This design comes from an exercise in tuning for small area and a short achievable clock period on the open sky130 flow, not from production work. RTL that was checked went through simulation tests only; none was proved equivalent to the original.

==> run M <==
// CTE
module CTE ( clk, reset, op_mode, in_en, yuv_in, rgb_in, busy, out_valid, rgb_out, yuv_out);
==> flow/config.mk <==
export PLATFORM = sky130hd
export DESIGN_NAME = CTE
export DESIGN_NICKNAME = CTE
export VERILOG_FILES = /design/flow/design.v
export SDC_FILE = /design/flow/constraint.sdc
export NUM_CORES = 4
export LEC_CHECK = 0
export CAP_MARGIN = 20
export CORE_MARGIN = 2
export CORE_UTILIZATION = 40
export SLEW_MARGIN = 20
export SYNTH_HIERARCHICAL = 1
==> flow/constraint.sdc <==
create_clock -name core_clock -period 25.0 [get_ports {clk}]
set_input_delay 5.0000 -clock core_clock [delete_from_list [all_inputs] [get_ports {clk}]]
set_output_delay 5.0000 -clock core_clock [all_outputs]
set_load 0.01 [all_outputs]
standard.sh (not shown) runs the stock make flow with config.mk's settings and CLKGATE_MAP_FILE= SYNTH_SCRIPT=/design/flow/synth_recipe.tcl, a recipe that flattens the netlist after the stock synthesis.
==> flow/flow/run.sh <==
#!/bin/bash
# Standard layout (the standard.sh: standard synthesis and ORFS flow), with the
# port buffers made from buf_2 instead of the default delay buffer.
set -euo pipefail
bash standard.sh "BUFFER_PORTS_ARGS=-buffer_cell sky130_fd_sc_hd__buf_2" finish > standard_flow.log 2>&1
==> run R (differences from run M) <==
--- a/flow/design.v
+++ b/flow/design.v
@@ -221,17 +221,18 @@
 wire m0_198 = ~m0_194 & (m0_193 | m0_188);
 wire m0_199 = ~m0_194 & (m0_193 | m0_189);
 wire m0_200 = ~m0_194 & (m0_193 | m0_190);
 wire m0_201 = ~m0_194 & (m0_193 | m0_191);
 wire m0_202 = ~m0_194 & (m0_193 | m0_192);
 assign rgb = {m0_7, m0_6, m0_5, m0_4, m0_3, m0_2, m0_1, m0_0, m0_140, m0_139, m0_138, m0_137, m0_136, m0_135, m0_134, m0_133, m0_202, m0_201, m0_200, m0_199, m0_198, m0_197, m0_196, m0_195};
 wire [7:0] ir = rgb_in[23:16], ig = rgb_in[15:8], ib = rgb_in[7:0];
 wire [7:0] dr = d[23:16], dg = d[15:8], db = d[7:0];
-wire su = op_mode & (cnt == 2'd0), sy = op_mode & cnt[0], sv = op_mode & (cnt == 2'd2), sz = ~op_mode;
+wire sz = ((cnt == 2'd3) & ~(busy_r & valid_r)) | ((cnt == 2'd0) & busy_r);
+wire su = (cnt == 2'd0) & ~busy_r, sy = cnt[0] & ~sz, sv = (cnt == 2'd2);
 wire [15:0] na;
 wire [7:0] q;
 assign yuv_out = q;
 wire ea_0 = (su & ir[0]) | (sv & dr[0]);
 wire ea_1 = (su & ir[1]) | (sv & dr[1]) | (sy & dr[0]);
 wire ea_2 = (su & ir[2]) | (sv & dr[2]) | (sy & dr[1]);
 wire ea_3 = (su & ir[3]) | (sv & dr[3]) | (sy & dr[2]);
 wire ea_4 = (su & ir[4]) | (sv & dr[4]) | (sy & dr[3]);
@@ -935,23 +936,20 @@
         end else if (in_en) begin
             cnt <= cnt + 2'd1;
             if (cnt[1]) busy_r <= 1'b1;
             if (cnt == 2'd3) valid_r <= 1'b0;
         end
     end
 end
 always @(posedge clk) begin
+    if (in_en || sz) np <= na;
     if (op_mode) begin
         if (in_en && !cnt[0]) d <= rgb_in;
-        if (in_en) np <= na;
-    end else begin
-        np <= na;
-    end
-    if (!op_mode && in_en && !busy_r) begin
+    end else if (in_en && !busy_r) begin
         if (cnt == 2'd0) d[23:16] <= yuv_in;
         if (cnt == 2'd2) d[15:8] <= yuv_in;
         if (cnt[0]) d[7:0] <= yuv_in;
     end
 end
 endmodule
 module CTE_fa (a, b, c, s, co);
 input a, b, c; output s, co;
==> flow/flow/run.sh (replaced) <==
#!/bin/bash
# Standard layout (the standard.sh: standard synthesis and ORFS flow), with the
# port buffers made from buf_2 instead of the default delay buffer.
set -euo pipefail
bash standard.sh "BUFFER_PORTS_ARGS=-buffer_cell sky130_fd_sc_hd__buf_2" "SETUP_SLACK_MARGIN=15.8" finish > standard_flow.log 2>&1
==> flow_summary.toml <==
[grt]
grt_pass1_wl_um = 30160

[logic_synthesis]
syn-cell-area_sq_um = 7622

[place]
preCtsSetupSlack_ns = 14.50

[finish]
final_cell_mix = "128 x fa_1, 77 x nand2_1, 77 x ha_1"

[outcome]
outcome = "no timing/DRC/antenna violations"

[timing]
max_freq_ghz = 0.09737
That was run M.
==> flow_summary.toml <==
[outcome]
outcome = "no timing/DRC/antenna violations"

[timing]
max_freq_ghz = 0.1099

[logic_synthesis]
syn-cell-area_sq_um = 7621

[place]
preCtsSetupSlack_ns = 15.90

[grt]
grt_pass1_wl_um = 28460

[finish]
final_cell_mix = "123 x fa_1, 115 x nand2_1, 75 x ha_1"
That was run R.
Only the layout flow was run in run M; the RTL was not checked for function there.

## separate check: timing with driven ports
The results above use ideal ports. As a check the final layouts listed here were re-extracted and re-timed, cells and wires unchanged.
Step 1 assumes that a clkbuf_16 drives the clock port and a buf_2 every other input.
Step 2, shift: input delay + t, output delay - t, t = (earliest + latest rising clock arrival at the registers) / 2. This alone moves slack from input paths to output paths.
Slacks: no drivers / after step 1 / after step 2; pairs: no drivers / after step 1.
run	t (ns)	setup WS [ns]	worst data-port slew with drivers (ns)	cell pins on the clock port's net
run M	0.334	14.730 / 14.751 / 14.418	0.04	1
run R	0.328	15.904 / 15.866 / 15.930	0.04	1
After both steps setup and hold are still met in every run listed. For run M, which loses most, drivers alone change the setup slack by +0.021 ns; drivers and shift together by -0.312 ns.
